Source: an optimization exercise on an open RTL-to-GDS flow (aim: small area, a short achievable clock period and few clock cycles per item). Production flows keep margins and buffers that such runs may drop.
At most, simulation tests tie the RTL to the original design; equivalence was not proved.
Only the layout flow was run in runs 2 and 3; the RTL was not checked for function there.
No activity file was given, so power comes from the tool's default toggle rates.

### design.v
`timescale 1ns / 1ps
module FIXED_Arbiter#(
    parameter       P_CHANNEL_NUM   =   8
)(
    input                           i_clk               ,
    input                           i_rst               ,
    input  [P_CHANNEL_NUM - 1 : 0]  i_req               ,
    input  [P_CHANNEL_NUM - 1 : 0]  i_first_priority    ,
    input                           i_req_valid         ,
    output [P_CHANNEL_NUM - 1 : 0]  o_grant             ,
    output                          o_grant_valid       
);
reg  [P_CHANNEL_NUM - 1 : 0]    ro_grant        ;
reg                             ro_grant_valid  ;
wire [2*P_CHANNEL_NUM - 1 : 0]  req_sub_first_priority  ;
wire [2*P_CHANNEL_NUM - 1 : 0]  w_double_req    ;
wire [2*P_CHANNEL_NUM - 1 : 0]  w_double_grant  ;
assign req_sub_first_priority = w_double_req - i_first_priority;
assign w_double_req = {i_req,i_req};
assign w_double_grant = w_double_req & (~req_sub_first_priority);
assign o_grant = ro_grant;
assign o_grant_valid = i_req_valid ? 1'b1 : 1'b0;
always @(*)begin
    if(i_rst)
        ro_grant = 'd0;
    else if(i_req_valid)
        ro_grant = w_double_grant[P_CHANNEL_NUM - 1 : 0] | w_double_grant[2*P_CHANNEL_NUM - 1 : P_CHANNEL_NUM];
    else
        ro_grant = 'd0;   
end
always @(posedge i_clk or posedge i_rst)begin
    if(i_rst)
        ro_grant_valid <= 'd0;
    else if(i_req_valid)
        ro_grant_valid <= 1'b1;
    else
        ro_grant_valid <= 'd0;   
end
endmodule
`timescale 1ns / 1ps
module Optical_4x4ctrl_module#(
    parameter       P_BAR   =   1'b0,
    parameter       P_CROSS =   1'b1   
)(
    input           i_clk           ,
    input           i_rst           ,
    input  [7 :0]   i_4x4_req       ,
    input           i_4x4_valid     ,
    output [5 :0]   o_switch_grant  ,
    output          o_grant_valid   ,
    input           i_config_end   
);
reg         ro_grant_valid  ;
reg  [5 :0] ro_switch_grant ;
reg  [5 :0] ro_switch_grant_reg ;
wire [7 :0] w_4x4_req       ;  
assign o_switch_grant = {ro_switch_grant[0],ro_switch_grant[1],ro_switch_grant[2],ro_switch_grant[3],ro_switch_grant[4],ro_switch_grant[5]} ;
assign o_grant_valid  = i_4x4_valid ? 1'b1 : 1'b0  ;
assign w_4x4_req = {i_4x4_req[1:0],i_4x4_req[3:2],i_4x4_req[5:4],i_4x4_req[7:6]};
always @(*)begin
    ro_switch_grant = 'd0;
    if(i_4x4_valid)
        case (w_4x4_req)
            {2'd0,2'd1,2'd2,2'd3}   :   ro_switch_grant = {P_BAR,P_BAR,P_BAR,P_BAR,P_CROSS,P_CROSS}; 
            {2'd0,2'd1,2'd3,2'd2}   :   ro_switch_grant = {P_BAR,P_BAR,P_BAR,P_BAR,P_CROSS,P_BAR}; 
            {2'd0,2'd2,2'd1,2'd3}   :   ro_switch_grant = {P_BAR,P_CROSS,P_BAR,P_BAR,P_CROSS,P_CROSS}; 
            {2'd0,2'd2,2'd3,2'd1}   :   ro_switch_grant = {P_BAR,P_CROSS,P_BAR,P_CROSS,P_CROSS,P_CROSS}; 
            {2'd0,2'd3,2'd1,2'd2}   :   ro_switch_grant = {P_BAR,P_CROSS,P_BAR,P_BAR,P_CROSS,P_BAR}; 
            {2'd0,2'd3,2'd2,2'd1}   :   ro_switch_grant = {P_BAR,P_CROSS,P_BAR,P_CROSS,P_CROSS,P_BAR}; 
            {2'd1,2'd0,2'd2,2'd3}   :   ro_switch_grant = {P_CROSS,P_BAR,P_BAR,P_CROSS,P_CROSS,P_BAR}; 
            {2'd1,2'd0,2'd3,2'd2}   :   ro_switch_grant = {P_CROSS,P_BAR,P_BAR,P_BAR,P_CROSS,P_BAR}; 
            {2'd1,2'd2,2'd0,2'd3}   :   ro_switch_grant = {P_CROSS,P_CROSS,P_BAR,P_BAR,P_CROSS,P_CROSS}; 
            {2'd1,2'd2,2'd3,2'd0}   :   ro_switch_grant = {P_CROSS,P_CROSS,P_BAR,P_CROSS,P_CROSS,P_CROSS}; 
            {2'd1,2'd3,2'd0,2'd2}   :   ro_switch_grant = {P_CROSS,P_CROSS,P_BAR,P_BAR,P_CROSS,P_BAR}; 
            {2'd1,2'd3,2'd2,2'd0}   :   ro_switch_grant = {P_CROSS,P_CROSS,P_BAR,P_CROSS,P_CROSS,P_BAR}; 
            {2'd2,2'd0,2'd1,2'd3}   :   ro_switch_grant = {P_CROSS,P_BAR,P_CROSS,P_CROSS,P_CROSS,P_BAR}; 
            {2'd2,2'd0,2'd3,2'd1}   :   ro_switch_grant = {P_CROSS,P_BAR,P_CROSS,P_BAR,P_CROSS,P_BAR}; 
            {2'd2,2'd1,2'd0,2'd3}   :   ro_switch_grant = {P_CROSS,P_CROSS,P_CROSS,P_BAR,P_BAR,P_BAR}; 
            {2'd2,2'd1,2'd3,2'd0}   :   ro_switch_grant = {P_CROSS,P_CROSS,P_CROSS,P_CROSS,P_BAR,P_BAR}; 
            {2'd2,2'd3,2'd0,2'd1}   :   ro_switch_grant = {P_CROSS,P_CROSS,P_CROSS,P_BAR,P_CROSS,P_BAR}; 
            {2'd2,2'd3,2'd1,2'd0}   :   ro_switch_grant = {P_CROSS,P_CROSS,P_CROSS,P_CROSS,P_CROSS,P_BAR}; 
            {2'd3,2'd0,2'd1,2'd2}   :   ro_switch_grant = {P_CROSS,P_BAR,P_CROSS,P_CROSS,P_CROSS,P_CROSS}; 
            {2'd3,2'd0,2'd2,2'd1}   :   ro_switch_grant = {P_CROSS,P_BAR,P_CROSS,P_BAR,P_CROSS,P_CROSS}; 
            {2'd3,2'd1,2'd0,2'd2}   :   ro_switch_grant = {P_CROSS,P_CROSS,P_CROSS,P_BAR,P_BAR,P_CROSS}; 
            {2'd3,2'd1,2'd2,2'd0}   :   ro_switch_grant = {P_CROSS,P_CROSS,P_CROSS,P_CROSS,P_BAR,P_CROSS}; 
            {2'd3,2'd2,2'd0,2'd1}   :   ro_switch_grant = {P_CROSS,P_CROSS,P_CROSS,P_BAR,P_CROSS,P_CROSS}; 
            {2'd3,2'd2,2'd1,2'd0}   :   ro_switch_grant = {P_CROSS,P_CROSS,P_CROSS,P_CROSS,P_CROSS,P_CROSS}; 
        endcase
    else
        ro_switch_grant = ro_switch_grant_reg;
end
always @(posedge i_clk)begin
    ro_switch_grant_reg <= ro_switch_grant;
end
always @(*)begin
    ro_grant_valid = 'd0;
    if(i_4x4_valid)
        ro_grant_valid = 'd1;
end
endmodule
`timescale 1ns / 1ps
module Optical_8x8ctrl_OUT#(
    parameter       P_BAR       =   1'b0,
    parameter       P_CROSS     =   1'b1,
    parameter       P_DSTWIDTH  =   3   ,
    parameter       P_PORTNUM   =   8   ,
    parameter       P_SWITCHNUM =   4      
)(
    input                                   i_clk           ,
    input                                   i_rst           ,
    input  [P_DSTWIDTH*P_PORTNUM - 1:0]     i_8x8out_req    ,
    input                                   i_8x8out_valid  ,
    output [P_SWITCHNUM - 1:0]              o_switch_grant  ,
    output                                  o_grant_valid   ,
    input                                   i_config_end             
);
reg  [P_DSTWIDTH*P_PORTNUM - 1:0]   ri_8x8out_req   ;
reg                                 ri_8x8out_valid ;
reg  [P_SWITCHNUM - 1:0]            ro_switch_grant ;
reg                                 ro_grant_valid  ;
assign o_switch_grant = ro_switch_grant;
assign o_grant_valid  = i_8x8out_valid ? 1'b1 : 1'b0 ;
always @(posedge i_clk or posedge i_rst)begin
    if(i_rst)begin
        ri_8x8out_req   <= 'd0;
        ri_8x8out_valid <= 'd0;
    end
    else begin
        ri_8x8out_req   <= i_8x8out_req  ;
        ri_8x8out_valid <= i_8x8out_valid;        
    end
end
genvar i;
generate
    for(i = 0 ; i < P_SWITCHNUM ; i = i + 1)begin
        always @(*)begin
            if(i_rst)
                ro_switch_grant[i] = 'd0;
            else if(i_8x8out_valid && (i_8x8out_req[3*2*i +: 3] == (2*i)))
                ro_switch_grant[i] = P_BAR;
            else
                ro_switch_grant[i] = P_CROSS;
        end
    end
endgenerate
always @(posedge i_clk or posedge i_rst)begin
    if(i_rst)
        ro_grant_valid <= 'd0;
    else if(i_config_end)
        ro_grant_valid <= 'd0;
    else if(ri_8x8out_valid)
        ro_grant_valid <= 'd1;    
    else
        ro_grant_valid <= 'd0;
end
endmodule
`timescale 1ns / 1ps
module Optical_8x8ctrl_IN#(
    parameter       P_BAR       =   1'b0,
    parameter       P_CROSS     =   1'b1,
    parameter       P_DSTWIDTH  =   3   ,
    parameter       P_PORTNUM   =   8   ,
    parameter       P_SWITCHNUM =   4   ,
    parameter       P_INTER     =   4   
)(
    input                                   i_clk           ,
    input                                   i_rst           ,
    input  [P_DSTWIDTH*P_PORTNUM - 1:0]     i_8x8in_req     ,
    input                                   i_8x8in_valid   ,
    output [P_SWITCHNUM - 1:0]              o_switch_grant  ,
    output                                  o_grant_valid   ,
    output [P_DSTWIDTH*P_PORTNUM - 1:0]     o_8x8out_req    ,
    output                                  o_8x8out_valid  ,
    output [7 :0]                           o_4x4_req_1     ,
    output [7 :0]                           o_4x4_req_2     ,
    output                                  o_4x4_valid     ,
    input                                   i_config_end    
);
reg  [P_SWITCHNUM - 1:0]            r_switch_grant      ;
reg                                 r_grant_valid       ;
reg  [P_SWITCHNUM - 1:0]            ro_switch_grant [P_INTER - 1 : 0]   ;
reg  [P_SWITCHNUM - 1:0]            ro_switch_grant_reg  [P_INTER - 1 : 0];
reg                                 ro_grant_valid  [P_INTER - 1 : 0]    ;
reg                                 ro_grant_valid_1d   ;
reg                                 r_config_continue [P_INTER - 1 : 0]  ;
reg                                 r_config_continue_reg [P_INTER - 1 : 0]  ;
reg  [P_DSTWIDTH*P_PORTNUM - 1:0]   ro_8x8out_req       ;
reg  [P_DSTWIDTH*P_PORTNUM - 1:0]   ro_8x8out_req_reg      ;
reg                                 ro_8x8out_valid     ;
reg  [7 :0]                         ro_4x4_req_1     [P_INTER - 1 : 0]   ;
reg  [7 :0]                         ro_4x4_req_2     [P_INTER - 1 : 0]   ;
reg  [7 :0]                         ro_4x4_req_1_reg [P_INTER - 1 : 0]   ;
reg  [7 :0]                         ro_4x4_req_2_reg [P_INTER - 1 : 0]   ;
reg                                 ro_4x4_valid        ;
reg  [7 :0]                         ro_4x4_req_1_1d     ;
reg  [7 :0]                         ro_4x4_req_2_1d     ;
reg                                 ro_4x4_valid_1d        ;
reg                                 ri_8x8in_valid      ;
reg                                 ri_8x8in_valid_1d   ;
reg  [P_DSTWIDTH*P_PORTNUM - 1:0]   ri_8x8in_req        ;   
reg  [P_DSTWIDTH-1 :0]  dstOf_8x8port [P_PORTNUM - 1 :0];
reg  [P_DSTWIDTH-1 :0]  dstOf_8x8port_reg [P_PORTNUM - 1 :0];
reg  [P_DSTWIDTH-1 :0]  dstOf_8x8endport [P_PORTNUM - 1 :0];
reg  [P_DSTWIDTH-1 :0]  dstOf_8x8endport_reg [P_PORTNUM - 1 :0];
reg  [P_DSTWIDTH-2 :0]  dstOf_4x4port [P_PORTNUM - 1 :0];   
reg  [P_DSTWIDTH-2 :0]  dstOf_4x4port_reg [P_PORTNUM - 1 :0];
reg                     r_req_4x4module_out_valid [P_INTER - 1 : 0]      ;
reg  [3 :0]             r_first_priority  [P_INTER - 1 : 0]               ;
reg  [3 :0]             r_first_priority_reg  [P_INTER - 1 : 0]               ;
reg  [3 :0]             r_req_4x4module_out0  [P_INTER - 1 : 0]          ;
reg  [3 :0]             r_req_4x4module_out1  [P_INTER - 1 : 0]          ;
reg  [3 :0]             r_req_4x4module_out2  [P_INTER - 1 : 0]          ;
reg  [3 :0]             r_req_4x4module_out3  [P_INTER - 1 : 0]          ;
reg  [3 :0]             r_req_4x4module_out0_reg [P_INTER - 1 : 0]       ;
reg  [3 :0]             r_req_4x4module_out1_reg [P_INTER - 1 : 0]       ;
reg  [3 :0]             r_req_4x4module_out2_reg [P_INTER - 1 : 0]       ;
reg  [3 :0]             r_req_4x4module_out3_reg [P_INTER - 1 : 0]       ;
reg  [2 :0]             r_config_cnt [P_INTER - 1 : 0];
reg  [2 :0]             r_config_cnt_reg [P_INTER - 1 : 0];
wire [3 :0]             w_grant_4x4module_out0       [P_INTER - 1 : 0]  ;
wire [3 :0]             w_grant_4x4module_out1       [P_INTER - 1 : 0]  ;
wire [3 :0]             w_grant_4x4module_out2       [P_INTER - 1 : 0]  ;
wire [3 :0]             w_grant_4x4module_out3       [P_INTER - 1 : 0]  ;
wire [3 :0]             w_grant_4x4module_out_valid  [P_INTER - 1 : 0]  ; 
assign o_switch_grant   = r_switch_grant    ;
assign o_grant_valid    = r_grant_valid     ;
assign o_8x8out_req     = ro_8x8out_req     ;
assign o_8x8out_valid   = ro_4x4_valid_1d   ;
assign o_4x4_req_1      = ro_4x4_req_1_1d   ;
assign o_4x4_req_2      = ro_4x4_req_2_1d   ;
assign o_4x4_valid      = ro_4x4_valid_1d   ;
integer i;
always @(*)begin
    if(i_rst)begin
        for(i = 0 ; i < P_PORTNUM ; i = i + 1)
            dstOf_8x8port[i] = 'd0;
    end
    else if(i_8x8in_valid)begin
        for(i = 0 ; i < P_PORTNUM ; i = i + 1)
            dstOf_8x8port[i] = i_8x8in_req[P_DSTWIDTH*i +: P_DSTWIDTH];
    end
    else if(i_config_end)begin
        for(i = 0 ; i < P_PORTNUM ; i = i + 1)
            dstOf_8x8port[i] = 'd0;
    end
    else begin
        for(i = 0 ; i < P_PORTNUM ; i = i + 1)
            dstOf_8x8port[i] = dstOf_8x8port_reg[i];
    end
end
always @(posedge i_clk or posedge i_rst) begin
    if(i_rst)begin
        for(i = 0 ; i < P_PORTNUM ; i = i + 1)
            dstOf_8x8port_reg[i] <= 'd0;
    end
    else begin
        for(i = 0 ; i < P_PORTNUM ; i = i + 1)
            dstOf_8x8port_reg[i] <= dstOf_8x8port[i];
    end
end
integer j;
always @(*)begin
    if(i_rst)begin
        for(j = 0 ; j < P_PORTNUM ; j = j + 1)
            dstOf_4x4port[j] = 'd0;
    end
    else if(i_8x8in_valid)begin
        for(j = 0 ; j < P_PORTNUM ; j = j + 1)
            dstOf_4x4port[j] = dstOf_8x8port[j] >> 1;
    end
    else if(i_config_end)begin
        for(j = 0 ; j < P_PORTNUM ; j = j + 1)
            dstOf_4x4port[j] = 'd0;
    end
    else begin
        for(j = 0 ; j < P_PORTNUM ; j = j + 1)
            dstOf_4x4port[j] = dstOf_4x4port_reg[j];
    end
end
always @(posedge i_clk or posedge i_rst) begin
    if(i_rst)begin
        for(j = 0 ; j < P_PORTNUM ; j = j + 1)
            dstOf_4x4port_reg[j] <= 'd0;
    end
    else begin
        for(j = 0 ; j < P_PORTNUM ; j = j + 1)
            dstOf_4x4port_reg[j] <= dstOf_4x4port[j];
    end
end
genvar m;
genvar gen_i;
generate
    for(gen_i = 0 ; gen_i < P_INTER ; gen_i = gen_i + 1)begin
        always @(*)begin
            if(i_rst)
                r_first_priority[gen_i] = 4'b0001;
            else if(r_grant_valid)
                r_first_priority[gen_i] = 4'b0001;
            else if(i_8x8in_valid && gen_i == 0)
                r_first_priority[gen_i] = 4'b0001;
            else if(r_config_continue[gen_i - 1] && (ro_switch_grant[gen_i][0] != ro_switch_grant[gen_i - 1][0]) && gen_i > 0)
                r_first_priority[gen_i] = 4'b0001;
            else if(r_config_continue[gen_i - 1] && (ro_switch_grant[gen_i][1] != ro_switch_grant[gen_i - 1][1]) && gen_i > 0)
                r_first_priority[gen_i] = 4'b0010;
            else if(r_config_continue[gen_i - 1] && (ro_switch_grant[gen_i][2] != ro_switch_grant[gen_i - 1][2]) && gen_i > 0)
                r_first_priority[gen_i] = 4'b0100;
            else if(r_config_continue[gen_i - 1] && (ro_switch_grant[gen_i][3] != ro_switch_grant[gen_i - 1][3]) && gen_i > 0)
                r_first_priority[gen_i] = 4'b1000;
            else
                r_first_priority[gen_i] = 4'b0001;
        end
        always @(posedge i_clk or posedge i_rst)begin
            if(i_rst)
                r_first_priority_reg[gen_i] <= 4'b0001;
            else
                r_first_priority_reg[gen_i] <= r_first_priority[gen_i];
        end
        for(m = 0 ; m < 4 ; m = m + 1)begin
            always @(*)begin
                if(i_rst || r_grant_valid)
                    ro_switch_grant[gen_i][m] = P_BAR;
                else if(gen_i == 0)
                    ro_switch_grant[gen_i][m] = P_BAR;
                else if(gen_i > 0 && r_req_4x4module_out0[gen_i-1][m] && !w_grant_4x4module_out0[gen_i-1][m] && w_grant_4x4module_out_valid[gen_i-1][0])
                    ro_switch_grant[gen_i][m] = ~ro_switch_grant[gen_i-1][m];
                else if(gen_i > 0 && r_req_4x4module_out1[gen_i-1][m] && !w_grant_4x4module_out1[gen_i-1][m] && w_grant_4x4module_out_valid[gen_i-1][1])
                    ro_switch_grant[gen_i][m] = ~ro_switch_grant[gen_i-1][m];
                else if(gen_i > 0 && r_req_4x4module_out2[gen_i-1][m] && !w_grant_4x4module_out2[gen_i-1][m] && w_grant_4x4module_out_valid[gen_i-1][2])
                    ro_switch_grant[gen_i][m] = ~ro_switch_grant[gen_i-1][m];
                else if(gen_i > 0 && r_req_4x4module_out3[gen_i-1][m] && !w_grant_4x4module_out3[gen_i-1][m] && w_grant_4x4module_out_valid[gen_i-1][3])
                    ro_switch_grant[gen_i][m] = ~ro_switch_grant[gen_i-1][m];
                else
                    ro_switch_grant[gen_i][m] = ro_switch_grant[gen_i-1][m];
            end
            always @(posedge i_clk)begin
                if(i_rst)
                    ro_switch_grant_reg[gen_i][m] <= 'd0;
                else
                    ro_switch_grant_reg[gen_i][m] <= ro_switch_grant[gen_i][m];
            end
        end
        for(m = 0 ; m < 4 ; m = m + 1)begin
            always @(*)begin
                if(i_rst || r_grant_valid)begin
                    r_req_4x4module_out0[gen_i][m] = 'd0;
                    r_req_4x4module_out1[gen_i][m] = 'd0;
                    r_req_4x4module_out2[gen_i][m] = 'd0;
                    r_req_4x4module_out3[gen_i][m] = 'd0;
                end
                else if(i_8x8in_valid && gen_i == 0)begin
                    r_req_4x4module_out0[gen_i][m] = (dstOf_4x4port[2*m] == 0) ? 1'b1 : 1'b0;
                    r_req_4x4module_out1[gen_i][m] = (dstOf_4x4port[2*m] == 1) ? 1'b1 : 1'b0;
                    r_req_4x4module_out2[gen_i][m] = (dstOf_4x4port[2*m] == 2) ? 1'b1 : 1'b0;
                    r_req_4x4module_out3[gen_i][m] = (dstOf_4x4port[2*m] == 3) ? 1'b1 : 1'b0;
                end
                else if(r_config_continue[gen_i - 1] && gen_i > 0)begin
                    r_req_4x4module_out0[gen_i][m] = (ro_switch_grant[gen_i][m] == P_BAR) ? (dstOf_4x4port[2*m] == 0) : (dstOf_4x4port[2*m + 1] == 0);
                    r_req_4x4module_out1[gen_i][m] = (ro_switch_grant[gen_i][m] == P_BAR) ? (dstOf_4x4port[2*m] == 1) : (dstOf_4x4port[2*m + 1] == 1);
                    r_req_4x4module_out2[gen_i][m] = (ro_switch_grant[gen_i][m] == P_BAR) ? (dstOf_4x4port[2*m] == 2) : (dstOf_4x4port[2*m + 1] == 2);
                    r_req_4x4module_out3[gen_i][m] = (ro_switch_grant[gen_i][m] == P_BAR) ? (dstOf_4x4port[2*m] == 3) : (dstOf_4x4port[2*m + 1] == 3);         
                end
                else if(!r_config_continue[gen_i - 1] && gen_i > 0) begin
                    r_req_4x4module_out0[gen_i][m] = r_req_4x4module_out0[gen_i-1][m];
                    r_req_4x4module_out1[gen_i][m] = r_req_4x4module_out1[gen_i-1][m];
                    r_req_4x4module_out2[gen_i][m] = r_req_4x4module_out2[gen_i-1][m];
                    r_req_4x4module_out3[gen_i][m] = r_req_4x4module_out3[gen_i-1][m];
                end
                else begin
                    r_req_4x4module_out0[gen_i][m] = r_req_4x4module_out0_reg[gen_i][m];
                    r_req_4x4module_out1[gen_i][m] = r_req_4x4module_out1_reg[gen_i][m];
                    r_req_4x4module_out2[gen_i][m] = r_req_4x4module_out2_reg[gen_i][m];
                    r_req_4x4module_out3[gen_i][m] = r_req_4x4module_out3_reg[gen_i][m];                    
                end
            end
            always @(posedge i_clk or posedge i_rst) begin
                if(i_rst)begin
                    r_req_4x4module_out0_reg[gen_i][m] <= 'd0;
                    r_req_4x4module_out1_reg[gen_i][m] <= 'd0;
                    r_req_4x4module_out2_reg[gen_i][m] <= 'd0;
                    r_req_4x4module_out3_reg[gen_i][m] <= 'd0;
                end
                else begin
                    r_req_4x4module_out0_reg[gen_i][m] <= r_req_4x4module_out0[gen_i][m];
                    r_req_4x4module_out1_reg[gen_i][m] <= r_req_4x4module_out1[gen_i][m];
                    r_req_4x4module_out2_reg[gen_i][m] <= r_req_4x4module_out2[gen_i][m];
                    r_req_4x4module_out3_reg[gen_i][m] <= r_req_4x4module_out3[gen_i][m];
                end
            end
        end
        always @(*)begin
            if(i_rst || r_grant_valid)
                r_req_4x4module_out_valid[gen_i] = 'd0;
            else if(i_8x8in_valid && gen_i == 0)
                r_req_4x4module_out_valid[gen_i] = 'd1;
            else if(r_config_continue[gen_i - 1] && gen_i > 0)
                r_req_4x4module_out_valid[gen_i] = 'd1;
            else
                r_req_4x4module_out_valid[gen_i] = 'd0;
        end
        always @(*)begin
            if(i_rst || r_grant_valid)
                ro_grant_valid[gen_i] = 'd0;
            else if(&w_grant_4x4module_out_valid[gen_i])
                ro_grant_valid[gen_i] = 'd1;
            else
                ro_grant_valid[gen_i] = 'd0;
        end
        always @(*)begin
            if(i_rst || r_grant_valid)
                r_config_continue[gen_i] = 'd0;
            else if(ro_grant_valid[gen_i] && (ro_4x4_req_1[gen_i][1:0] + ro_4x4_req_1[gen_i][3:2] + ro_4x4_req_1[gen_i][5:4] + ro_4x4_req_1[gen_i][7:6] != 'd6))
                r_config_continue[gen_i] = 'd1;
            else if((ro_4x4_req_1[gen_i][1:0] + ro_4x4_req_1[gen_i][3:2] + ro_4x4_req_1[gen_i][5:4] + ro_4x4_req_1[gen_i][7:6] == 'd6) 
                    && ((ro_4x4_req_1[gen_i][1:0] == ro_4x4_req_1[gen_i][3:2]) || (ro_4x4_req_1[gen_i][1:0] == ro_4x4_req_1[gen_i][5:4])
                    ||  (ro_4x4_req_1[gen_i][1:0] == ro_4x4_req_1[gen_i][7:6]) || (ro_4x4_req_1[gen_i][3:2] == ro_4x4_req_1[gen_i][5:4])
                    ||  (ro_4x4_req_1[gen_i][3:2] == ro_4x4_req_1[gen_i][7:6]) || (ro_4x4_req_1[gen_i][5:4] == ro_4x4_req_1[gen_i][7:6])))
                r_config_continue[gen_i] = 'd1;
            else
                r_config_continue[gen_i] = r_config_continue_reg[gen_i];
        end
        always @(posedge i_clk or posedge i_rst)begin
            if(i_rst)
                r_config_continue_reg[gen_i] <= 'd0;
            else
                r_config_continue_reg[gen_i] <= r_config_continue[gen_i];
        end
        always @(*)begin
            if(i_rst || r_grant_valid)
                r_config_cnt[gen_i] = 'd0;
            else if(gen_i == 0)
                r_config_cnt[gen_i] = 'd0;
            else if(gen_i > 0 && r_config_continue[gen_i - 1] && ro_grant_valid[gen_i - 1])
                r_config_cnt[gen_i] = r_config_cnt[gen_i - 1] + 1;
            else if(gen_i > 0 && !r_config_continue[gen_i - 1] && ro_grant_valid[gen_i - 1])
                r_config_cnt[gen_i] = r_config_cnt[gen_i - 1];
            else
                r_config_cnt[gen_i] = r_config_cnt[gen_i - 1];
        end
        always @(posedge i_clk or posedge i_rst)begin
            if(i_rst)
                r_config_cnt_reg[gen_i] <= 'd0;
            else
                r_config_cnt_reg[gen_i] <= r_config_cnt[gen_i];
        end
        for(m = 0 ; m < 4 ; m = m + 1)begin
            always @(*)begin
                if(i_rst || r_grant_valid)
                    ro_4x4_req_1[gen_i][2*m +: 2] = 'd0;
                else if(ro_switch_grant[gen_i][m] == P_BAR && ro_grant_valid[gen_i])
                    ro_4x4_req_1[gen_i][2*m +: 2] = dstOf_4x4port[2*m];
                else if(ro_switch_grant[gen_i][m] != P_BAR && ro_grant_valid[gen_i])
                    ro_4x4_req_1[gen_i][2*m +: 2] = dstOf_4x4port[2*m + 1];
                else
                    ro_4x4_req_1[gen_i][2*m +: 2] = ro_4x4_req_1_reg[gen_i][2*m +: 2];
            end
            always @(posedge i_clk)begin
                ro_4x4_req_1_reg[gen_i][2*m +: 2] <= ro_4x4_req_1[gen_i][2*m +: 2];
            end
            always @(*)begin
                if(i_rst || r_grant_valid)
                    ro_4x4_req_2[gen_i][2*m +: 2] = 'd0;
                else if(ro_switch_grant[gen_i][m] == P_BAR && ro_grant_valid[gen_i])
                    ro_4x4_req_2[gen_i][2*m +: 2] = dstOf_4x4port[2*m + 1];
                else if(ro_switch_grant[gen_i][m] != P_BAR && ro_grant_valid[gen_i])
                    ro_4x4_req_2[gen_i][2*m +: 2] = dstOf_4x4port[2*m];
                else
                    ro_4x4_req_2[gen_i][2*m +: 2] = ro_4x4_req_2_reg[gen_i][2*m +: 2];
            end
            always @(posedge i_clk)begin
                ro_4x4_req_2_reg[gen_i][2*m +: 2] <= ro_4x4_req_2[gen_i][2*m +: 2];
            end
        end
        FIXED_Arbiter#(
            .P_CHANNEL_NUM      (4                                      )
        )FIXED_Arbiter_u0(      
            .i_clk              (i_clk                                  ),
            .i_rst              (i_rst                                  ),
            .i_req              (r_req_4x4module_out0[gen_i]            ),
            .i_first_priority   (r_first_priority[gen_i]                ),
            .i_req_valid        (r_req_4x4module_out_valid[gen_i]       ),
            .o_grant            (w_grant_4x4module_out0[gen_i]          ),
            .o_grant_valid      (w_grant_4x4module_out_valid[gen_i][0]  )  
        );
        FIXED_Arbiter#(
            .P_CHANNEL_NUM      (4                          )
        )FIXED_Arbiter_u1(
            .i_clk              (i_clk                      ),
            .i_rst              (i_rst                      ),
            .i_req              (r_req_4x4module_out1[gen_i]            ),
            .i_first_priority   (r_first_priority[gen_i]                ),
            .i_req_valid        (r_req_4x4module_out_valid[gen_i]       ),
            .o_grant            (w_grant_4x4module_out1[gen_i]          ),
            .o_grant_valid      (w_grant_4x4module_out_valid[gen_i][1]  ) 
        );
        FIXED_Arbiter#(
            .P_CHANNEL_NUM      (4                          )
        )FIXED_Arbiter_u2(
            .i_clk              (i_clk                      ),
            .i_rst              (i_rst                      ),
            .i_req              (r_req_4x4module_out2[gen_i]            ),
            .i_first_priority   (r_first_priority[gen_i]                ),
            .i_req_valid        (r_req_4x4module_out_valid[gen_i]       ),
            .o_grant            (w_grant_4x4module_out2[gen_i]          ),
            .o_grant_valid      (w_grant_4x4module_out_valid[gen_i][2]  ) 
        );
        FIXED_Arbiter#(
            .P_CHANNEL_NUM      (4                          )
        )FIXED_Arbiter_u3(
            .i_clk              (i_clk                      ),
            .i_rst              (i_rst                      ),
            .i_req              (r_req_4x4module_out3[gen_i]            ),
            .i_first_priority   (r_first_priority[gen_i]                ),
            .i_req_valid        (r_req_4x4module_out_valid[gen_i]       ),
            .o_grant            (w_grant_4x4module_out3[gen_i]          ),
            .o_grant_valid      (w_grant_4x4module_out_valid[gen_i][3]  ) 
        );
    end
endgenerate
always @(posedge i_clk or posedge i_rst)begin
    if(i_rst)begin
        ri_8x8in_valid <= 'd0;
        ri_8x8in_valid_1d <= 'd0;
        ri_8x8in_req <= 'd0;     
    end
    else begin
        ri_8x8in_valid <= i_8x8in_valid; 
        ri_8x8in_valid_1d <= ri_8x8in_valid;
        ri_8x8in_req <= i_8x8in_req;      
    end
end
always @(posedge i_clk or posedge i_rst)begin
    if(i_rst)
        ro_grant_valid_1d <= 'd0;
    else if(ro_grant_valid[r_config_cnt[P_INTER - 1]] && !r_config_continue[r_config_cnt[P_INTER - 1]])
        ro_grant_valid_1d  <= ro_grant_valid[r_config_cnt[P_INTER - 1]];
    else
        ro_grant_valid_1d <= 'd0;
end
always @(posedge i_clk or posedge i_rst)begin
    if(i_rst)begin
        r_switch_grant <= 'd0;
        r_grant_valid  <= 'd0;
    end
    else if(!r_config_continue[r_config_cnt[P_INTER - 1]] && ro_grant_valid[r_config_cnt[P_INTER - 1]])begin
        r_switch_grant <= ro_switch_grant[r_config_cnt[P_INTER - 1]];
        r_grant_valid  <= ro_grant_valid[r_config_cnt[P_INTER - 1]] ;
    end
    else begin
        r_switch_grant <= 'd0;
        r_grant_valid  <= 'd0;
    end
end
always @(*)begin
    if(i_rst)
        ro_4x4_valid = 'd0;
    else if(!r_config_continue[r_config_cnt[P_INTER - 1]] && ro_grant_valid[r_config_cnt[P_INTER - 1]])
        ro_4x4_valid = 'd1;
    else
        ro_4x4_valid = 'd0;
end
always @(posedge i_clk or posedge i_rst)begin
    if(i_rst)
        ro_4x4_valid_1d <= 'd0;
    else
        ro_4x4_valid_1d <= ro_4x4_valid;
end
always @(posedge i_clk)begin
    ro_4x4_req_1_1d <= ro_4x4_req_1 [r_config_cnt[P_INTER - 1]];
    ro_4x4_req_2_1d <= ro_4x4_req_2 [r_config_cnt[P_INTER - 1]];
end
integer t;
always @(posedge i_clk or posedge i_rst)begin
    if(i_rst)begin
        for(t = 0 ; t < 4 ; t = t + 1)begin
            dstOf_8x8endport[2*t] <= 'd0;
            dstOf_8x8endport[2*t + 1] <= 'd0;
        end
    end   
    else if(ro_grant_valid[r_config_cnt[P_INTER - 1]] && (!r_config_continue[r_config_cnt[P_INTER - 1]]))begin
        for(t = 0 ; t < 4 ; t = t + 1)begin
            if(ro_switch_grant[r_config_cnt[P_INTER - 1]][t] == P_BAR)begin
                if(dstOf_4x4port[2*t] == 0)
                    dstOf_8x8endport[0] <= dstOf_8x8port[2*t];            
                else if(dstOf_4x4port[2*t] == 1)
                    dstOf_8x8endport[2] <= dstOf_8x8port[2*t];             
                else if(dstOf_4x4port[2*t] == 2)
                    dstOf_8x8endport[4] <= dstOf_8x8port[2*t];          
                else if(dstOf_4x4port[2*t] == 3)
                    dstOf_8x8endport[6] <= dstOf_8x8port[2*t];   
            end
            else begin
                if(dstOf_4x4port[2*t + 1] == 0)
                    dstOf_8x8endport[0] <= dstOf_8x8port[2*t + 1];            
                else if(dstOf_4x4port[2*t + 1] == 1)
                    dstOf_8x8endport[2] <= dstOf_8x8port[2*t + 1];             
                else if(dstOf_4x4port[2*t + 1] == 2)
                    dstOf_8x8endport[4] <= dstOf_8x8port[2*t + 1];          
                else if(dstOf_4x4port[2*t + 1] == 3)
                    dstOf_8x8endport[6] <= dstOf_8x8port[2*t + 1];
            end
        end
    end
    else begin
        for(t = 0 ; t < 4 ; t = t + 1)begin
            dstOf_8x8endport[2*t] <= 'd0;
            dstOf_8x8endport[2*t + 1] <= 'd0;
        end           
    end   
end
integer out_n;
always @(*)begin
    if(i_rst)begin
        for(out_n = 0 ; out_n < P_PORTNUM ; out_n = out_n + 1)begin
            ro_8x8out_req[P_DSTWIDTH*out_n +: P_DSTWIDTH] = 'd0;
        end
    end
    else if(ro_grant_valid_1d)begin
        for(out_n = 0 ; out_n < P_PORTNUM ; out_n = out_n + 1)begin
            ro_8x8out_req[P_DSTWIDTH*out_n +: P_DSTWIDTH] = dstOf_8x8endport[out_n];
        end        
    end
    else begin
        for(out_n = 0 ; out_n < P_PORTNUM ; out_n = out_n + 1)begin
            ro_8x8out_req[P_DSTWIDTH*out_n +: P_DSTWIDTH] = ro_8x8out_req_reg[P_DSTWIDTH*out_n +: P_DSTWIDTH];
        end        
    end
end
always @(posedge i_clk)begin
    ro_8x8out_req_reg <= ro_8x8out_req;
end
endmodule
`timescale 1ns / 1ps
module Optical_8x8ctrl_top#(
    parameter       P_BAR       =   1'b0,
    parameter       P_CROSS     =   1'b1,
    parameter       P_DSTWIDTH  =   3   ,
    parameter       P_PORTNUM   =   8   ,
    parameter       P_SWITCHNUM =   4      
)(
    input                                   i_clk           ,
    input                                   i_rst           ,
    input  [P_DSTWIDTH*P_PORTNUM - 1:0]     i_8x8_req       ,
    input                                   i_8x8_valid     ,
    output [19:0]                           o_grant_8x8     ,
    output                                  o_grant_valid   
);
wire                                r_config_end        ;
reg                                 r_8x8in_grant_valid ;
reg                                 r_4x4_grant_valid_1 ;
reg                                 r_4x4_grant_valid_2 ;
reg                                 r_8x8out_grant_valid;
reg  [3 :0]                         r_grant_8x8in       ;
reg  [3 :0]                         r_grant_8x8out      ;
reg  [5 :0]                         r_grant_4x4_1       ;
reg  [5 :0]                         r_grant_4x4_2       ;
wire [3 :0]                         w_grant_8x8in       ;
wire [3 :0]                         w_grant_8x8out      ;
wire [5 :0]                         w_grant_4x4_1       ;
wire [5 :0]                         w_grant_4x4_2       ;
wire                                w_8x8in_grant_valid ;
wire                                w_4x4_grant_valid_1 ;
wire                                w_4x4_grant_valid_2 ;
wire                                w_8x8out_grant_valid;
wire [P_DSTWIDTH*P_PORTNUM - 1:0]   w_8x8out_req        ;
wire                                w_8x8out_valid      ;
wire [7 :0]                         w_4x4_req_1         ;
wire [7 :0]                         w_4x4_req_2         ;
wire                                w_4x4_valid         ;
Optical_8x8ctrl_IN#(
    .P_BAR              (P_BAR              ),
    .P_CROSS            (P_CROSS            ),
    .P_DSTWIDTH         (P_DSTWIDTH         ),
    .P_PORTNUM          (P_PORTNUM          ),
    .P_SWITCHNUM        (P_SWITCHNUM        )   
)Optical_8x8ctrl_IN_u0(
    .i_clk              (i_clk              ),
    .i_rst              (i_rst              ),
    .i_8x8in_req        (i_8x8_req          ),
    .i_8x8in_valid      (i_8x8_valid        ),
    .o_switch_grant     (w_grant_8x8in      ),
    .o_grant_valid      (w_8x8in_grant_valid),
    .o_8x8out_req       (w_8x8out_req       ),
    .o_8x8out_valid     (w_8x8out_valid     ),
    .o_4x4_req_1        (w_4x4_req_1        ),
    .o_4x4_req_2        (w_4x4_req_2        ),
    .o_4x4_valid        (w_4x4_valid        ),
    .i_config_end       (r_config_end       ) 
);
Optical_4x4ctrl_module#(
    .P_BAR              (P_BAR              ),
    .P_CROSS            (P_CROSS            )   
)Optical_4x4ctrl_module_u0(
    .i_clk              (i_clk              ),
    .i_rst              (i_rst              ),
    .i_4x4_req          (w_4x4_req_1        ),
    .i_4x4_valid        (w_4x4_valid        ),
    .o_switch_grant     (w_grant_4x4_1      ),
    .o_grant_valid      (w_4x4_grant_valid_1),
    .i_config_end       (r_config_end       ) 
);
Optical_4x4ctrl_module#(
    .P_BAR              (P_BAR              ),
    .P_CROSS            (P_CROSS            )   
)Optical_4x4ctrl_module_u1(
    .i_clk              (i_clk              ),
    .i_rst              (i_rst              ),
    .i_4x4_req          (w_4x4_req_2        ),
    .i_4x4_valid        (w_4x4_valid        ),
    .o_switch_grant     (w_grant_4x4_2      ),
    .o_grant_valid      (w_4x4_grant_valid_2),
    .i_config_end       (r_config_end       ) 
);
Optical_8x8ctrl_OUT#(
    .P_BAR              (P_BAR              ),
    .P_CROSS            (P_CROSS            ),
    .P_DSTWIDTH         (P_DSTWIDTH         ),
    .P_PORTNUM          (P_PORTNUM          ),
    .P_SWITCHNUM        (P_SWITCHNUM        )     
)Optical_8x8ctrl_OUT_u0(
    .i_clk              (i_clk              ),
    .i_rst              (i_rst              ),
    .i_8x8out_req       (w_8x8out_req       ),
    .i_8x8out_valid     (w_8x8out_valid     ),
    .o_switch_grant     (w_grant_8x8out     ),
    .o_grant_valid      (w_8x8out_grant_valid),
    .i_config_end       (r_config_end       ) 
);
assign r_config_end = o_grant_valid;
assign o_grant_8x8 = {r_grant_8x8out,r_grant_8x8in,r_grant_4x4_2,r_grant_4x4_1};
assign o_grant_valid = r_8x8in_grant_valid & r_4x4_grant_valid_1 & r_4x4_grant_valid_2 & r_8x8out_grant_valid;
always @(posedge i_clk or posedge i_rst)begin
    if(i_rst)begin
        r_8x8in_grant_valid <= 'd0;
        r_grant_8x8in       <= 'd0;
    end
    else if(r_config_end)begin
        r_8x8in_grant_valid <= 'd0;
        r_grant_8x8in       <= r_grant_8x8in;  
    end
    else if(w_8x8in_grant_valid)begin
        r_8x8in_grant_valid <= w_8x8in_grant_valid;
        r_grant_8x8in       <= w_grant_8x8in;      
    end
    else begin
        r_8x8in_grant_valid <= r_8x8in_grant_valid;
        r_grant_8x8in       <= r_grant_8x8in      ;        
    end
end
always @(posedge i_clk or posedge i_rst)begin
    if(i_rst)begin
        r_4x4_grant_valid_1 <= 'd0;
        r_grant_4x4_1       <= 'd0;
    end
    else if(r_config_end)begin
        r_4x4_grant_valid_1 <= 'd0;
        r_grant_4x4_1       <= r_grant_4x4_1;  
    end
    else if(w_4x4_grant_valid_1)begin
        r_4x4_grant_valid_1 <= w_4x4_grant_valid_1;
        r_grant_4x4_1       <= w_grant_4x4_1      ;
    end
    else begin
        r_4x4_grant_valid_1 <= r_4x4_grant_valid_1;
        r_grant_4x4_1       <= r_grant_4x4_1      ;        
    end
end
always @(posedge i_clk or posedge i_rst)begin
    if(i_rst)begin
        r_4x4_grant_valid_2 <= 'd0;
        r_grant_4x4_2       <= 'd0;
    end
    else if(r_config_end)begin
        r_4x4_grant_valid_2 <= 'd0;
        r_grant_4x4_2       <= r_grant_4x4_2;  
    end
    else if(w_4x4_grant_valid_2)begin
        r_4x4_grant_valid_2 <= w_4x4_grant_valid_2;
        r_grant_4x4_2       <= w_grant_4x4_2;      
    end
    else begin
        r_4x4_grant_valid_2 <= r_4x4_grant_valid_2;
        r_grant_4x4_2       <= r_grant_4x4_2      ;        
    end
end
always @(posedge i_clk or posedge i_rst)begin
    if(i_rst)begin
        r_8x8out_grant_valid <= 'd0;
        r_grant_8x8out       <= 'd0;
    end
    else if(r_config_end)begin
        r_8x8out_grant_valid <= 'd0;
        r_grant_8x8out       <= r_grant_8x8out;  
    end
    else if(w_8x8out_grant_valid)begin
        r_8x8out_grant_valid <= w_8x8out_grant_valid;
        r_grant_8x8out       <= w_grant_8x8out      ;
    end
    else begin
        r_8x8out_grant_valid <= r_8x8out_grant_valid;
        r_grant_8x8out       <= r_grant_8x8out      ;        
    end
end
endmodule
### run.sh
#!/bin/bash
# synth_recipe.tcl (not shown) runs the flow's synth.tcl, then flattens the netlist and writes it again
# the make line also repeats each setting of config.mk as NAME=value (left out here)
make -C /OpenROAD-flow-scripts/flow DESIGN_CONFIG=/design/flow/config.mk WORK_HOME=/design/flow/orfs CLKGATE_MAP_FILE= SYNTH_SCRIPT=/design/flow/synth_recipe.tcl finish
### config.mk
export PLATFORM = sky130hd
export DESIGN_NAME = Optical_8x8ctrl_top
export DESIGN_NICKNAME = Optical_8x8ctrl_top
export VERILOG_FILES = /design/flow/design.v
export SDC_FILE = /design/flow/constraint.sdc
export NUM_CORES = 4
export LEC_CHECK = 0
export CAP_MARGIN = 20
export CORE_MARGIN = 2
export CORE_UTILIZATION = 40
export SLEW_MARGIN = 20
### constraint.sdc
create_clock -name core_clock -period 19.0 [get_ports {i_clk}]
set_input_delay 3.8000 -clock core_clock [delete_from_list [all_inputs] [get_ports {i_clk}]]
set_output_delay 3.8000 -clock core_clock [all_outputs]
set_load 0.01 [all_outputs]
==> results of run 1 <==
==> worst paths after layout <==
kind	startpoint	to	slack, ns
min reg2reg	Optical_8x8ctrl_IN_u0.ro_4x4_req_2_reg[1][1]	Optical_8x8ctrl_IN_u0.ro_4x4_req_2_reg[1][1]	0.46
max	i_8x8_req[7]	Optical_8x8ctrl_IN_u0.dstOf_8x8endport[6][2]	0.66
max reg2reg	Optical_8x8ctrl_IN_u0.r_grant_valid	Optical_8x8ctrl_IN_u0.dstOf_8x8endport[6][2]	3.60
min in group asynchronous	i_rst	Optical_8x8ctrl_IN_u0.dstOf_4x4port_reg[7][0]	4.20
min	Optical_8x8ctrl_IN_u0.ro_4x4_req_2_reg[1][1]	Optical_8x8ctrl_IN_u0.ro_4x4_req_2_reg[1][1]	0.46
max in group asynchronous	i_rst	r_grant_8x8in[2]	13.84
==> cell usage after synthesis, types with 21 or more instances <==
library cell  instances
and3_1               26
xor2_1               31
inv_1                85
o211ai_1             39
buf_2                24
clkbuf_1             67
a31oi_1              26
nand3_1              83
and2_1               21
a211oi_1             31
nor2_1              251
nand2b_1             30
a22oi_1              25
xnor2_1              36
nand2_1             243
mux2i_1              57
dfxtp_1              92
a21oi_1             129
o21ai_0             102
dfrtp_1             100
fa_1                 24
ha_1                 37
nor3_1               51
nor2b_1              24
==> logic make-up after synthesis <==
family                     after synthesis  share of synthesized area, %
AOI/OAI and AO/OA                      630                         28.04
xor gates and xnor gates                68                         3.722
adders and majority gates               61                         5.716
buffers and inverters                  237                         6.481
DFF                                    192                         26.32
muxes                                   86                         5.556
and+or+nand+nor                        843                         24.17
==> repair_timing <==
item | 4_1_cts | 5_1_grt
hold buffers | 0 | 0
resized for setup | 0 | 13
setup endpoints to repair | 0 | 19
setup buffers | 0 | 3
==> layer usage <==
| layer | track usage [%] | up-vias |
|---|---|---|
| li1 | - | 7720 |
| met1 | 42.55 | 8319 |
| met2 | 45.95 | 953 |
| met3 | 6.671 | 174 |
| met4 | 14.11 | 2 |
| met5 | 0 | - |
==> layout make-up <==
class / count / area, sq um
fillers: 4117 / 22610
repair buffers: 115 / 974.7
flip-flops and latches: 192 / 4344
multi-input cells: 1688 / 11180
inverters: 101 / 381.6
clock inverters: 12 / 123.9
well taps: 532 / 665.6
clock buffers: 20 / 457.9
==> worst max-delay path: cells and delay by family <==
family | cells | cell delay (ns)
mux | 1 | 0.22
buf+inv | 9 | 1.19
compound gates | 17 | 3.96
fa+ha+maj | 19 | 7.14
simple gates | 14 | 2.38
==> stage by stage <==
step / TNS (ns) / area, sq um / worst slack (ns) / cells
6_report: 0 / 18130 / 0.6555 / 2660
5_1_grt: -0.01142 / 18130 / -0.01142 / 2660
4_1_cts: 0 / 18030 / 0.2410 / 2656
3_5_place_dp: -2.072 / 17440 / -0.2354 / 2624
3_3_place_gp: 0 / 17440 / 0.1001 / 2624
2_1_floorplan: 0 / 16510 / 0.01332 / 2117
==> power by group <==
part | switching [mW] | internal [mW] | total (mW)
registers | 0.0400 | 0.443 | 0.483
logic | 0.573 | 0.308 | 0.881
clock network | 0.176 | 0.192 | 0.368
==> flow_summary.ini, run 1 <==
[synth]
synth_edf_count = 0
yosysTopAreaCell = dfrtp_1
ys_ff_latch = 192
yosysUniqueCellTypes = 118
yosys_warnings = 59
synth_top_area_share_pct = 15.16
syn_avg_cell_area_sq_um = 7.797
yosys_most_used_dff = dfrtp_1
netlist_area_sq_mm = 0.01651
synth_top_cells_by_area = dfrtp_1 (15%), dfxtp_1 (11%), nor2_1 (5.7%)
netlist_instances = 2117
ys_async_sr_fraction_pct = 52.08
ys_seq_area_share_pct = 26.32
synth_nets = 2205

[die]
core_area_sq_mm = 0.04074
die_area_sq_mm = 0.04290
start_util_pct = 40.52
die-height_microns = 207.1
rows = 74
ios = 48
die_x_microns = 207.1

[setup_path]
start_kind = input port
crit_required_ns = 19.36
cpMostUsedCell = fa_1
crit_arrival_ns = 18.71
end_kind = flop
path_max_fanout = 16
worst-setup-path-type = input port to flop
crit_slowest_cell = fa_1
r2r_cells = 60
slowest_delay_ns = 0.58

[min_path]
holdPathStages = 2
hold_class = flop to flop

[power_and_ir_drop]
power_mw = 1.732
p_leak_nw = 7.291
p_per_area_mw_per_mm2 = 95.55
peakVddDrop_mv = 0.07251

[clocking]
clk_pin_slew_worst_paths_ns = 0.08
cts_buffer_depth = 2
root_buffer = clkbuf_16
cts.sinks = 192
cts_buffers = 17
insertion_delay_ns = 0.47
htreeDepth = 4
cts_tree = yes

[sta]
slew_viol_final = 0
finClkSkew_ns = 0.01741
hold_viol = 0
max_slew_margin_pct = 28.82
period_share_pct = 96.55
worst_slew_pin_slew_ns = 1.064
fin_crit_ns = 18.34
holdWs_ns = 0.4630
setup_violations = 0
fmaxAchievable_ghz = 0.05451

[run_status]
status = complete, no violations

[cells_and_area]
syn2layout_area_growth_pct = 9.839
final_common_cell = nor2_1
final_cell_mix = nor2_1 (248), nand2_1 (242), a21oi_1 (128), o21ai_0 (101), dfrtp_1 (100)
drive_above_1_share_pct = 10.48
final_nets = 2203
fin_util_pct = 44.50
diodes = 0

[place]
gp_congestion = 1.008
port-buffer-count = 47
dp_hpwl_mm = 51.65

[detailed_routing]
route.detailed.drc = 0
wl_per_cell_microns = 25.49
drtPass1Iterations = 7
route.met3.wl_mm = 6.597
wl_met1_mm = 28.77
initialDrtViolationCount = 1953
vias = 17168
top_layer = met5
wl_met2_mm = 29.09
wl_mm = 67.81
via_per_inst = 6.454
ant_nets = 0

[global_route]
grt_usage_pct = 30.83
grt-ovfl-total = 0
grt_pass1_wl_mm = 102.1
grt_antenna_before_repair = 1
first_global_vias = 15938
grt_max_degree = 59

[run]
maxCapViolCount = 0
Testbench counts, summed over its fixed seeds: cycles 4,096, items 2,048.
==> run 2, diff against run 1 <==
==> design.v (replaced) <==
`timescale 1ns / 1ps
module Optical_8x8ctrl_top#(
    parameter       P_BAR       =   1'b0,
    parameter       P_CROSS     =   1'b1,
    parameter       P_DSTWIDTH  =   3   ,
    parameter       P_PORTNUM   =   8   ,
    parameter       P_SWITCHNUM =   4
)(
    input                                   i_clk           ,
    input                                   i_rst           ,
    input  [P_DSTWIDTH*P_PORTNUM - 1:0]     i_8x8_req       ,
    input                                   i_8x8_valid     ,
    output [19:0]                           o_grant_8x8     ,
    output                                  o_grant_valid
);
wire [19:0] w_grant;
reg  [19:0] r_grant;
reg         r_valid;
benes8_route u_route (.i_req(i_8x8_req), .o_grant(w_grant));
assign o_grant_8x8   = r_grant;
assign o_grant_valid = r_valid;
always @(posedge i_clk)
    r_grant <= w_grant;
always @(posedge i_clk or posedge i_rst) begin
    if (i_rst) r_valid <= 1'b0;
    else       r_valid <= i_8x8_valid;
end
endmodule
module benes4_route(
    input  [7:0] d,
    output [5:0] g
);
wire [3:0] z0, z1, z2, z3;    
wire [3:0] hi;                
genvar i;
generate
    for (i = 0; i < 4; i = i + 1) begin : g_dec
        assign z0[i] = d[2*i +: 2] == 2'd0;
        assign z1[i] = d[2*i +: 2] == 2'd1;
        assign z2[i] = d[2*i +: 2] == 2'd2;
        assign z3[i] = d[2*i +: 2] == 2'd3;
        assign hi[i] = d[2*i+1];
    end
endgenerate
assign g[0] = ~z0[0];
assign g[1] = z0[2] | z0[3];
assign g[3] = z0[3];
assign g[2] = (hi[0] & (z1[1] | z1[2] | z1[3])) | (hi[1] & (z1[2] | z1[3])) | (hi[2] & z1[3]);
assign g[4] = ~((z1[0] & (hi[1] | hi[2] | hi[3])) | (z1[1] & (hi[2] | hi[3])) | (z1[2] & hi[3]));
assign g[5] = (z3[0] & (z2[1] | z2[2] | z2[3])) | (z3[1] & (z2[2] | z2[3])) | (z3[2] & z2[3]);
endmodule
module benes8_route(
    input  [23:0] i_req,
    output [19:0] o_grant
);
wire [2:0] dst [0:7];
wire [1:0] D   [0:7];
genvar gi;
generate
    for (gi = 0; gi < 8; gi = gi + 1) begin : g_in
        assign dst[gi] = i_req[3*gi +: 3];
        assign D[gi]   = i_req[3*gi+1 +: 2];
    end
endgenerate
wire x1_01 = (D[0] == D[2]) | (D[1] == D[3]);
wire x0_01 = (D[0] == D[3]) | (D[1] == D[2]);
wire x1_02 = (D[0] == D[4]) | (D[1] == D[5]);
wire x0_02 = (D[0] == D[5]) | (D[1] == D[4]);
wire x1_03 = (D[0] == D[6]) | (D[1] == D[7]);
wire x0_03 = (D[0] == D[7]) | (D[1] == D[6]);
wire x1_12 = (D[2] == D[4]) | (D[3] == D[5]);
wire x0_12 = (D[2] == D[5]) | (D[3] == D[4]);
wire x1_13 = (D[2] == D[6]) | (D[3] == D[7]);
wire x0_13 = (D[2] == D[7]) | (D[3] == D[6]);
wire x1_23 = (D[4] == D[6]) | (D[5] == D[7]);
wire x0_23 = (D[4] == D[7]) | (D[5] == D[6]);
wire [3:0] s;
assign s[0] = 1'b0;
assign s[1] = (D[1] == D[3]) | (D[0] == D[2]) |
              ((D[1] == D[5]) & (D[3] == D[4])) | ((D[1] == D[4]) & (D[3] == D[5])) |
              ((D[1] == D[7]) & (D[3] == D[6])) | ((D[1] == D[6]) & (D[3] == D[7]));
assign s[2] = x1_02 | (x1_12 & ~s[1]) | (x0_12 & s[1]);
assign s[3] = x1_03 | (x1_13 & ~s[1]) | (x0_13 & s[1]) | (x1_23 & ~s[2]) | (x0_23 & s[2]);
wire [2:0] e0 [0:3];
wire [7:0] d0, d1;
generate
    for (gi = 0; gi < 4; gi = gi + 1) begin : g_sub
        assign e0[gi] = s[gi] ? dst[2*gi+1] : dst[2*gi];
        assign d0[2*gi +: 2] = e0[gi][2:1];
        assign d1[2*gi +: 2] = s[gi] ? D[2*gi] : D[2*gi+1];
    end
endgenerate
wire [5:0] g0, g1;
benes4_route u_sub0 (.d(d0), .g(g0));
benes4_route u_sub1 (.d(d1), .g(g1));
wire [3:0] go;
generate
    for (gi = 0; gi < 4; gi = gi + 1) begin : g_out
        assign go[gi] = ((e0[0][2:1] == gi) & e0[0][0]) | ((e0[1][2:1] == gi) & e0[1][0]) |
                        ((e0[2][2:1] == gi) & e0[2][0]) | ((e0[3][2:1] == gi) & e0[3][0]);
    end
endgenerate
assign o_grant = {go, s, g1, g0};
endmodule
==> run 2 against run 1 <==
  * Critical path type unchanged
  * Fmax rose to 2.5 times the previous value
  * Synthesized cell count down 89%
  * Hold slack better by 3.2 ns
  * Setup slack better by 11 ns
  * Still clean
  * Combinational power down about 90%
  * Via count down 90%
  * Largest cell class unchanged
  * Synthesized area down 88%
  * Total power down 89%
  * Routed wire length down 93%
  * Largest power group unchanged
==> flow_summary.ini, run 2 <==
[run_status]
status = complete, no violations

[cells_and_area]
largest_reg_flops = 19
final_cell_mix = clkdlybuf4s50_1 (45), xor2_1 (28), dfxtp_1 (19), o21ai_0 (16), inv_1 (13)
syn2layout_area_growth_pct = 22.10
diodes = 0
multi_input_area_sq_mm = 0.001279
final_nets = 289
drive_above_1_share_pct = 6.130
regArea_sq_um = 405.4
final_area_sq_mm = 0.002330
final_common_cell = clkdlybuf4s50_1
fill_cells = 441
regMostFlops = r_grant

[place]
gp_congestion = 0.8655
postPlaceCellArea_sq_mm = 0.002258
port-buffer-count = 45
dp_hpwl_mm = 3.609

[sta]
period_share_pct = 37.95
fmaxAchievable_ghz = 0.1387
rsz0062_at_grt = no
hold_viol = 0
setup_violations = 0
worst_slew_pin_slew_ns = 0.6849
slew_viol_final = 0
fin_crit_ns = 7.210
tns_ns = 0
holdWs_ns = 3.664
max_slew_margin_pct = 54.34

[power_and_ir_drop]
power_mw = 0.1847
seqPwrFrac_pct = 28.8
p_int_mw = 0.1236
p_per_area_mw_per_mm2 = 79.30
p_clk_share_pct = 22.9
peakVddDrop_mv = 0.02678
pwr-share-comb_pct = 48.3
power_switching_share_pct = 33.10
switching_power_mw = 0.06115
p_leak_nw = 0.9228

[setup_path]
crit_arrival_ns = 7.35
cp_cell_sequence = clkdlybuf4s50_1 > xor2_1 > nor4_1 > or4_4 > or3_1 > a21oi_2 > and2_1 > mux2_2 > o21bai_1
crit_buf_inv = 1
crit_family = simple AND/OR/NAND/NOR gates
end_kind = flop
crit_required_ns = 19.14
path_depth = 9
path_max_fanout = 17
slowest_delay_ns = 0.86
start_kind = input port
crit_slowest_cell = clkdlybuf4s50_1
worst-setup-path-type = input port to flop

[run]
maxCapViolCount = 0

[detailed_routing]
wl_per_cell_microns = 15.22
initialDrtViolationCount = 60
drtPass1Iterations = 4
route.detailed.drc = 0
via_per_inst = 5.457
vias = 1719
ant_nets = 0
wl_mm = 4.795

[clocking]
cts_resized = 0
cts_buffer_depth = 2
root_buffer = clkbuf_8
cts_tree = yes
clk_pin_slew_worst_paths_ns = 0.07
cts_buffers = 3
hold_buffers = 0
cts_setup_buffers = 0
cts.sinks = 20
htreeDepth = 1

[die]
die-height_microns = 73.07
rows = 25
start_util_pct = 40.94
die_area_sq_mm = 0.005338
ios = 48
core_area_sq_mm = 0.004661
die_x_microns = 73.07

[synth]
syn_avg_cell_area_sq_um = 8.154
netlist_instances = 234
ys_seq_area_share_pct = 21.25
synth_top_cells_by_area = dfxtp_1 (20%), xor2_1 (13%), mux2i_1 (6.3%)
ys_async_sr_fraction_pct = 5.000
synth_nets = 261
yosys_most_used_dff = dfxtp_1
synth.most_common_cell = xor2_1
synth_top_area_share_pct = 19.93
yosys_warnings = 2
yosysTopAreaCell = dfxtp_1
synth_edf_count = 0
yosysUniqueCellTypes = 56
ys_ff_latch = 20
synth_commonest_cells = xor2_1 (28), dfxtp_1 (19), o21ai_0 (16)
netlist_area_sq_mm = 0.001908

[min_path]
hold_class = input port to asynchronous set/reset pin

[global_route]
grt-ovfl-total = 0
grt_antenna_before_repair = 0
grt_pass1_wl_mm = 7.645
grt_max_degree = 20
first_global_vias = 1583
grt_usage_pct = 18.55
-- run 2: how the worst max path moves through the flow --
| stage | from | slack (ns) | endpoint |
|---|---|---|---|
| 2_1_floorplan | i_8x8_req[2] | 12.74 | r_grant[17] |
| 3_3_place_gp | i_8x8_req[20] | 11.55 | r_grant[7] |
| 3_5_place_dp | i_8x8_req[20] | 11.52 | r_grant[7] |
| 4_1_cts | i_8x8_req[20] | 11.80 | r_grant[7] |
| 5_1_grt | i_8x8_req[11] | 11.59 | r_grant[7] |
| 6_report | i_8x8_req[20] | 11.79 | r_grant[7] |
-- run 2: through the flow --
stage                     worst slack, ns  std cells  utilization, %
after detailed placement            11.52        311           48.46
after CTS                           11.80        315           49.99
after floorplan                     12.74        234               -
final                               11.79        315           49.99
after global placement              11.55        311           48.46
after global routing                11.59        315           49.99
-- run 2: power groups by stage --
stage                     clock network (mW)  logic (mW)  registers [mW]
after floorplan                            0      0.0563          0.0595
after global placement                     0      0.0884          0.0542
after detailed placement                   0      0.0888          0.0545
after CTS                             0.0436      0.0891          0.0535
after global routing                  0.0444      0.0971          0.0541
final                                 0.0422      0.0892          0.0533
-- run 2: cell families (layout without fill, tap and decap cells) --
| logic type | count (synthesis) | in the layout | synth area share (%) |
|---|---|---|---|
| xor gates and xnor gates | 40 | 40 | 19.15 |
| buffers and inverters | 36 | 63 | 11.74 |
| DFF | 20 | 20 | 21.25 |
| and+or+nand+nor | 65 | 65 | 18.95 |
| muxes | 15 | 15 | 8.066 |
| AOI/OAI and AO/OA | 57 | 57 | 20.66 |
| other | 1 | 1 | 0.1965 |
-- run 2: routing by layer --
| metal | up-vias | part of all wire, % | global-route usage (%) |
|---|---|---|---|
| met1 | 799 | 47 | 23.83 |
| met5 | - | 0 | 0 |
| met3 | 7 | 3.6 | 1.657 |
| li1 | 872 | - | - |
| met4 | 0 | 1.8 | 6.790 |
| met2 | 41 | 48 | 32.03 |
-- run 2: layout make-up --
| cell class | instances | area share [%] |
|---|---|---|
| sequential | 20 | 17.40 |
| tap | 54 | 2.900 |
| multi-input combinational | 178 | 54.89 |
| clock inverter | 1 | 1.289 |
| inverter | 13 | 2.095 |
| timing repair buffer | 46 | 19.66 |
| clock buffer | 3 | 1.772 |
==> run 3, diff against run 2 <==
--- a/design.v
+++ b/design.v
@@ -13,14 +13,21 @@
     output [19:0]                           o_grant_8x8     ,
     output                                  o_grant_valid
 );
-wire [19:0] w_grant;
-reg  [19:0] r_grant;
+wire [3:0]  w_s;
+wire [11:0] w_e0;
+wire [7:0]  w_d1;
+reg  [3:1]  r_s;
+reg  [11:0] r_e0;
+reg  [7:0]  r_d1;
 reg         r_valid;
-benes8_route u_route (.i_req(i_8x8_req), .o_grant(w_grant));
-assign o_grant_8x8   = r_grant;
+benes8_route u_route (.i_req(i_8x8_req), .o_s(w_s), .o_e0(w_e0), .o_d1(w_d1));
+benes8_finish u_fin (.i_s({r_s, 1'b0}), .i_e0(r_e0), .i_d1(r_d1), .o_grant(o_grant_8x8));
 assign o_grant_valid = r_valid;
-always @(posedge i_clk)
-    r_grant <= w_grant;
+always @(posedge i_clk) begin
+    r_s  <= w_s[3:1];
+    r_e0 <= w_e0;
+    r_d1 <= w_d1;
+end
 always @(posedge i_clk or posedge i_rst) begin
     if (i_rst) r_valid <= 1'b0;
     else       r_valid <= i_8x8_valid;
@@ -51,7 +58,9 @@
 endmodule
 module benes8_route(
     input  [23:0] i_req,
-    output [19:0] o_grant
+    output [3:0]  o_s,
+    output [11:0] o_e0,
+    output [7:0]  o_d1
 );
 wire [2:0] dst [0:7];
 wire [1:0] D   [0:7];
@@ -81,18 +90,32 @@
               ((D[1] == D[7]) & (D[3] == D[6])) | ((D[1] == D[6]) & (D[3] == D[7]));
 assign s[2] = x1_02 | (x1_12 & ~s[1]) | (x0_12 & s[1]);
 assign s[3] = x1_03 | (x1_13 & ~s[1]) | (x0_13 & s[1]) | (x1_23 & ~s[2]) | (x0_23 & s[2]);
-wire [2:0] e0 [0:3];
-wire [7:0] d0, d1;
 generate
     for (gi = 0; gi < 4; gi = gi + 1) begin : g_sub
-        assign e0[gi] = s[gi] ? dst[2*gi+1] : dst[2*gi];
+        assign o_e0[3*gi +: 3] = s[gi] ? dst[2*gi+1] : dst[2*gi];
+        assign o_d1[2*gi +: 2] = s[gi] ? D[2*gi] : D[2*gi+1];
+    end
+endgenerate
+assign o_s = s;
+endmodule
+module benes8_finish(
+    input  [3:0]  i_s,
+    input  [11:0] i_e0,
+    input  [7:0]  i_d1,
+    output [19:0] o_grant
+);
+genvar gi;
+wire [2:0] e0 [0:3];
+wire [7:0] d0;
+generate
+    for (gi = 0; gi < 4; gi = gi + 1) begin : g_sub
+        assign e0[gi] = i_e0[3*gi +: 3];
         assign d0[2*gi +: 2] = e0[gi][2:1];
-        assign d1[2*gi +: 2] = s[gi] ? D[2*gi] : D[2*gi+1];
     end
 endgenerate
 wire [5:0] g0, g1;
 benes4_route u_sub0 (.d(d0), .g(g0));
-benes4_route u_sub1 (.d(d1), .g(g1));
+benes4_route u_sub1 (.d(i_d1), .g(g1));
 wire [3:0] go;
 generate
     for (gi = 0; gi < 4; gi = gi + 1) begin : g_out
@@ -100,5 +123,5 @@
                         ((e0[2][2:1] == gi) & e0[2][0]) | ((e0[3][2:1] == gi) & e0[3][0]);
     end
 endgenerate
-assign o_grant = {go, s, g1, g0};
+assign o_grant = {go, i_s, g1, g0};
 endmodule
==> run 3 against run 2 <==
  * Synthesized cell count fell by 23%
  * First-iteration DRC count is 110% higher
  * Global-route usage decreased by 2.3 points
  * Non-clock buffer count is 1 lower
  * Still clean
  * Largest cell class unchanged
  * Die area fell by 8.6%
  * Sequential share of layout area up 5.2 points
  * Flip-flop and latch count increased by 4
  * Hold slack got worse by 0.00076 ns
  * Via count shrank 19%
  * Synthesized area is 9.1% lower
  * Critical path type unchanged
==> flow_summary.ini, run 3 <==
[cells_and_area]
regArea_sq_um = 485.5
final_nets = 239
final_common_cell = clkdlybuf4s50_1
regMostFlops = r_e0
syn2layout_area_growth_pct = 24.03
diodes = 0
drive_above_1_share_pct = 13.27
final_cell_mix = clkdlybuf4s50_1 (45), xnor2_1 (24), dfxtp_1 (23), xor2_1 (16), mux2_2 (10)

[synth]
netlist_instances = 181
synth_top_area_share_pct = 26.55
yosys_warnings = 3
synth_nets = 208
synth.most_common_cell = xnor2_1
yosysUniqueCellTypes = 44
yosys_most_used_dff = dfxtp_1
ys_ff_latch = 24
synth_commonest_cells = xnor2_1 (24), dfxtp_1 (23), xor2_1 (16)
ys_async_sr_fraction_pct = 4.167
synth_top_cells_by_area = dfxtp_1 (27%), xnor2_1 (12%), xor2_1 (8.1%)

[setup_path]
path_depth = 8
crit_buf_inv = 1
crit_required_ns = 19.16
crit_arrival_ns = 6.55
crit_family = compound AO/OA/AOI/OAI gates
worst-setup-path-type = input port to flop
crit_path_start = i_8x8_req[22]
start_kind = input port
end_kind = flop
cp_cell_sequence = clkdlybuf4s50_1 > xor2_1 > and4bb_2 > nor4_4 > nand2_2 > a221o_1 > a221o_1 > mux2_4
path_max_fanout = 8
slowest_delay_ns = 0.72

[die]
core_area_sq_mm = 0.004086
ios = 48
rows = 23
die-height_microns = 69.85
die_area_sq_mm = 0.004878

[sta]
fmaxAchievable_ghz = 0.1566
rsz0062_at_grt = no
hold_viol = 0
tns_ns = 0
fin_crit_ns = 6.388
slew_viol_final = 0

[clocking]
clk_pin_slew_worst_paths_ns = 0.08
cts_buffers = 3
cts_tree = yes
cts_resized = 0
hold_buffers = 0
cts_buffer_depth = 2
cts.sinks = 24
root_buffer = clkbuf_8
htreeDepth = 1

[detailed_routing]
wl_mm = 3.898
initialDrtViolationCount = 125
route.met3.wl_microns = 168
wl_per_cell_microns = 14.93
vias = 1387
wl_met1_mm = 1.833
top_layer = met4
wl_met2_mm = 1.857

[global_route]
grt_usage_pct = 16.21
grt_pass1_wl_mm = 6.568
grt-ovfl-total = 0
grt_antenna_before_repair = 0

[min_path]
hold_class = input port to asynchronous set/reset pin

[run_status]
status = complete, no violations

[power_and_ir_drop]
p_leak_nw = 0.8293
p_per_area_mw_per_mm2 = 86.75

[run]
maxCapViolCount = 0

[place]
dp_hpwl_mm = 2.985
port-buffer-count = 45
[run 3: cell count changes after synthesis, moves of 5 or more]
cell,before,now
buf_6,6,11
mux2_2,3,10
o21ai_0,16,2
inv_1,13,7
mux2i_1,12,0
xnor2_1,10,24
nor2_1,12,4
buf_4,11,3
mux2_4,0,5
xor2_1,28,16
[run 3: routing by layer]
layer	global-route usage, %	up-vias
li1	-	691
met1	21.59	653
met2	27.30	39
met3	2.326	4
met4	4.274	0
met5	0	-
[run 3: stage by stage]
step / setup WS [ns] / cells / power, mW / util (%) / area [sq um]
6_report: 12.61 / 261 / 0.1866 / 52.63 / 2151
5_1_grt: 12.47 / 261 / 0.1980 / 52.63 / 2151
3_3_place_gp: 12.33 / 257 / 0.1420 / 50.89 / 2079
4_1_cts: 12.59 / 261 / 0.1883 / 52.63 / 2151
2_1_floorplan: 13.13 / 181 / 0.1154 / - / 1734
3_5_place_dp: 12.30 / 257 / 0.1435 / 50.89 / 2079
[run 3: final cells by class]
cell class,count,share of cell area (%)
clock inverter,1,1.396
clock buffer,3,1.920
sequential,24,22.57
inverter,7,1.222
tap,50,2.909
multi-input combinational,131,49.04
timing repair buffer,45,20.94
[run 3: worst min path at each step]
stage | endpoint | slack [ns] | start | depth (start not counted)
after floorplan | r_valid | 3.53 | i_rst | 1
after global placement | r_valid | 3.95 | i_rst | 2
after detailed placement | r_valid | 3.95 | i_rst | 2
after CTS | r_valid | 3.66 | i_rst | 2
after global routing | r_valid | 3.66 | i_rst | 2
final | r_valid | 3.66 | i_rst | 2
[run 3: power by group]
part,total (mW),switching (mW),internal [mW]
Sequential,0.0663,0.00822,0.0581
Clock,0.0444,0.0162,0.0282
Combinational,0.0759,0.0316,0.0443
[run 3: cells by family after synthesis]
group / count (synthesis) / synth area share [%]
xor gates and xnor gates: 40 / 20.20
and+or+nand+nor: 39 / 14.21
AOI/OAI and AO/OA: 36 / 15.37
buffers and inverters: 26 / 11.18
DFF: 24 / 27.99
muxes: 15 / 10.82
other: 1 / 0.2162

==> re-timing with driven ports <==
No port has a modelled driver above. Below, the same layouts with a new extraction and two added sets of constraints. Step 1, drivers: a clkbuf_16 drives i_clk and a buf_2 each remaining input, both assumed. Step 2 also shifts input and output timing later by t, the mid clock arrival at the registers, as if the neighbouring blocks saw the same clock. a / b / c = no drivers / after step 1 / after step 2; a / b = the first two.
| run | t, ns | setup slack, ns |
|---|---|---|
| run 1 | 0.519 | 0.655 / 0.691 / 0.172 |
| run 2 | 0.286 | 11.790 / 11.793 / 11.507 |
| run 3 | 0.286 | 12.612 / 12.606 / 12.320 |
After both steps every run listed still meets setup and hold.
